Background: an optimization exercise with open tools, aiming at small area, a short achievable clock period and few clock cycles per item. Do not read the settings as production practice. Where RTL was checked, it was by simulation tests only, not by an equivalence proof against the original.

## main
Design execute_divide, start of the top module:
module execute_divide(input wire              clk,
                      input wire              reset,
                      input wire              enable,
                      input wire 	      unsigned_div,
                      output wire             done,
                      input wire [32-1:0] in_a,
                      input wire [32-1:0] in_b,
                      output reg [32-1:0] out,
                      output reg              ov
                      );
==> module execute_divide, before the edit <==
module execute_divide(input wire              clk,
                      input wire              reset,
                      input wire              enable,
                      input wire 	      unsigned_div,
                      output wire             done,
                      input wire [32-1:0] in_a,
                      input wire [32-1:0] in_b,
                      output reg [32-1:0] out,
                      output reg              ov
                      );
   reg                                         st_idle;
   reg                                         st_neg;
   reg                                         st_prep;
   reg                                         st_iter;
   reg                                         st_zero;
   reg                                         st_done;
   reg [32:0]                                  R;      
   reg [31:0]                                  D;      
   reg [4:0]                                   lza;    
   reg [4:0]                                   lzb;    
   reg                                         b_neg;  
   reg                                         sub;    
   reg                                         negate;  
   reg                                         inv_q;   
   function [4:0] lzc(input [31:0] x);
      reg [31:0] y;
      reg [3:0]  q;
      reg [7:0]  nz;
      reg [15:0] l;
      reg        found;
      integer    g;
      begin
         y = x | 32'h1;
         for (g = 0; g < 8; g = g + 1) begin
            q = y[4*g +: 4];
            nz[g] = |q;
            l[2*g +: 2] = q[3] ? 2'd0 : q[2] ? 2'd1 : q[1] ? 2'd2 : 2'd3;
         end
         lzc = 5'd31;
         found = 0;
         for (g = 7; g >= 0; g = g - 1)
           if (!found && nz[g]) begin
              lzc = {3'd7 - g[2:0], l[2*g +: 2]};
              found = 1;
           end
      end
   endfunction
   function [32:0] add33(input [32:0] x, input [32:0] y, input c);
      reg [33:0] g, p, gn, pn, p0;
      integer    i, lvl, d;
      begin
         g = {x & y, c};
         p0 = {x ^ y, 1'b0};
         p = p0;
         for (lvl = 0; lvl < 6; lvl = lvl + 1) begin
            d = 1 << lvl;
            gn = g; pn = p;
            for (i = 0; i < 34; i = i + 1)
              if (i >= d) begin
                 gn[i] = g[i] | (p[i] & g[i-d]);
                 pn[i] = p[i] & p[i-d];
              end
            g = gn; p = pn;
         end
         add33 = p0[33:1] ^ g[32:0];
      end
   endfunction
   wire        a_neg = !unsigned_div && in_a[31];
   wire        b_negi = !unsigned_div && in_b[31];
   wire        b_zero = (in_b == 32'h0);
   wire        s_ovf = !unsigned_div && (in_a == 32'h80000000) &&
               (in_b == 32'hffffffff);
   wire [31:0] t_a = in_a ^ {!unsigned_div && in_a[31], in_a[31:1]};
   wire [31:0] t_b = in_b ^ {!unsigned_div && in_b[31], in_b[31:1]};
   wire [4:0]  lz_a = lzc(t_a);
   wire [4:0]  lz_b = lzc(t_b);
   reg  [31:0] a_clear;    
   integer     k;
   always @(*) begin
      a_clear[31] = !t_a[31];
      for (k = 30; k >= 0; k = k - 1)
        a_clear[k] = a_clear[k+1] && !t_a[k];
   end
   wire        a_short = |(t_b & a_clear) && !a_neg;
   wire [4:0]  lza_in = b_zero ? {3'b0, !unsigned_div && in_a[31],
                                  !unsigned_div && !in_a[31]} : lz_a;
   wire [32:0] dsub = {b_neg && !st_neg, D};
   wire [32:0] sum = add33(R, sub ? ~dsub : dsub, sub || st_neg);
   wire        ge = !sum[32];
   wire [4:0]  sg = lzb & ~lza;
   wire [4:0]  sp = lzb ^ ~lza;
   wire [4:0]  sc = {sg[3] | (sp[3] & sg[2]) | (sp[3] & sp[2] & sg[1]) |
                     (sp[3] & sp[2] & sp[1] & sg[0]) | (sp[3] & sp[2] & sp[1] & sp[0]),
                     sg[2] | (sp[2] & sg[1]) | (sp[2] & sp[1] & sg[0]) | (sp[2] & sp[1] & sp[0]),
                     sg[1] | (sp[1] & sg[0]) | (sp[1] & sp[0]),
                     sg[0] | sp[0],
                     1'b1};
   wire [4:0]  shamt = sp ^ sc;
   wire        f = 1'b0;
   wire [31:0] sh0 = shamt[0] ? {D[30:0], f} : D;
   wire [31:0] sh1 = shamt[1] ? {sh0[29:0], {2{f}}} : sh0;
   wire [31:0] sh2 = shamt[2] ? {sh1[27:0], {4{f}}} : sh1;
   wire [31:0] sh3 = shamt[3] ? {sh2[23:0], {8{f}}} : sh2;
   wire [31:0] sh4 = shamt[4] ? {sh3[15:0], {16{f}}} : sh3;
   always @(posedge clk) begin
      st_idle 	<= reset || !enable;
      st_neg 	<= !reset && enable && st_idle && !a_short && a_neg;
      st_prep 	<= !reset && enable && ((st_idle && !a_short && !a_neg) || st_neg);
      st_iter 	<= !reset && enable && ((st_prep && ge) || (st_iter && lza != 0));
      st_zero 	<= !reset && enable && st_prep && !ge && inv_q;
      st_done 	<= !reset && enable && ((st_idle && a_short) || (st_prep && !ge && !inv_q) || st_zero ||
                                        (st_iter && lza == 0) || st_done);
   end
   always @(posedge clk) begin
      lza 	<= st_idle ? lza_in : st_prep ? shamt : lza - 1;
      lzb 	<= lz_b;
      D 	<= st_idle ? (a_neg ? 32'h0 : in_b) :
                   st_neg ? in_b :
                   st_prep ? sh4 :
                   {b_neg, D[31:1]};
      if (st_idle) begin
         R 	<= {1'b0, a_neg ? ~in_a : in_a};
         sub 	<= !a_neg && !b_negi;
      end else if (!st_prep || negate) begin
         R 	<= sum;
         sub 	<= sum[32] ^ !b_neg;
      end
      out 	<= (st_idle || st_zero) ? 32'h0 :
                   st_prep ? {32{inv_q}} :
                   {out[30:0], ge ^ inv_q};
      if (st_idle) begin
         b_neg 	<= b_negi;
         negate <= a_neg ^ b_negi;
         inv_q 	<= (a_neg ^ b_negi) || s_ovf;
         ov 	<= b_zero || s_ovf;
      end
   end
   assign done = st_done;
endmodule  
Settings: LEC_CHECK=0, CAP_MARGIN=20, CORE_MARGIN=2, CORE_UTILIZATION=55, PLACE_DENSITY=0.75, SETUP_SLACK_MARGIN=3.5, SLEW_MARGIN=20; clock period 7.0 ns.
run.sh (not shown) runs the stock make flow with config.mk's settings and CLKGATE_MAP_FILE= SYNTH_SCRIPT=/design/flow/synth_recipe.tcl, a recipe that flattens the netlist after the stock synthesis.
main went all the way through synthesis, placement and routing and the layout is clean on timing, DRC and antenna.
Testbench counts of main, summed over its fixed seeds: cycles 32,040, items 3,200.
For the feature branch, these inputs were changed with respect to main:
diff --git a/flow/design.v b/flow/design.v
--- a/flow/design.v
+++ b/flow/design.v
@@ -18,10 +18,11 @@
    reg [31:0]                                  D;      
    reg [4:0]                                   lza;    
    reg [4:0]                                   lzb;    
    reg                                         b_neg;  
    reg                                         sub;    
+   reg                                         nsub;   
    reg                                         negate;  
    reg                                         inv_q;   
    function [4:0] lzc(input [31:0] x);
       reg [31:0] y;
       reg [3:0]  q;
@@ -83,11 +84,12 @@
    end
    wire        a_short = |(t_b & a_clear) && !a_neg;
    wire [4:0]  lza_in = b_zero ? {3'b0, !unsigned_div && in_a[31],
                                   !unsigned_div && !in_a[31]} : lz_a;
    wire [32:0] dsub = {b_neg && !st_neg, D};
-   wire [32:0] sum = add33(R, sub ? ~dsub : dsub, sub || st_neg);
+   wire [32:0] sum = add33(R, {dsub[32:16] ^ {17{!nsub}}, dsub[15:0] ^ {16{sub}}},
+                           sub || st_neg);
    wire        ge = !sum[32];
    wire [4:0]  sg = lzb & ~lza;
    wire [4:0]  sp = lzb ^ ~lza;
    wire [4:0]  sc = {sg[3] | (sp[3] & sg[2]) | (sp[3] & sp[2] & sg[1]) |
                      (sp[3] & sp[2] & sp[1] & sg[0]) | (sp[3] & sp[2] & sp[1] & sp[0]),
@@ -119,13 +121,15 @@
                    st_prep ? sh4 :
                    {b_neg, D[31:1]};
       if (st_idle) begin
          R 	<= {1'b0, a_neg ? ~in_a : in_a};
          sub 	<= !a_neg && !b_negi;
+         nsub 	<= a_neg || b_negi;
       end else if (!st_prep || negate) begin
          R 	<= sum;
          sub 	<= sum[32] ^ !b_neg;
+         nsub 	<= sum[32] ^ b_neg;
       end
       out 	<= (st_idle || st_zero) ? 32'h0 :
                    st_prep ? {32{inv_q}} :
                    {out[30:0], ge ^ inv_q};
       if (st_idle) begin
### Flow results
- The feature branch reports a lower minimum period implied by the final worst setup slack than main does.
- Compared with main, the feature branch supports a higher clock frequency.
- The feature branch vs. main: fraction of standard cell area in multi-input logic fell by 1.2 points; fraction of met2 tracks used by global routing fell by 1.3 points.
- | post-route worst hold slack | the feature branch vs main | 0.0056 ns lower |
- Looking at cell type of the slowest stage on the worst timing path, the sky130_fd_sc_hd__a2111o_1 result is from the feature branch; the sky130_fd_sc_hd__dfxtp_1 one comes from main.
- The run showing the greater final instance area is the feature branch.
- The feature branch: endpoint required time on the critical path 0.14 ns below main
For the feature branch, only the layout was checked, not whether the RTL still works.

==> separate check: timing with driven ports <==
How much do the figures lean on ideal ports? The routed layouts below were timed once more, with nothing changed but the port constraints. Step 1 assumes that a clkbuf_16 drives the clock port and a buf_2 every other input. Step 2 moves the port delays by t, midway between the first and last clock arrival at a register: inputs arrive t later, outputs are due t later. That takes back most of the time a late clock gives input paths. Slacks: no drivers / after step 1 / after step 2; pairs: no drivers / after step 1.
| run | t (ns) | setup slack, ns | hold WS [ns] | worst setup path at the end | worst data-port slew with drivers (ns) |
|---|---|---|---|---|---|
| main | 0.482 | 3.506 / 3.506 / 3.060 | 0.462 / 0.462 / 0.462 | input to register | 0.05 |
| the feature branch | 0.477 | 3.523 / 3.523 / 3.077 | 0.457 / 0.457 / 0.457 | input to register | 0.04 |
After both steps every run listed still meets setup and hold.
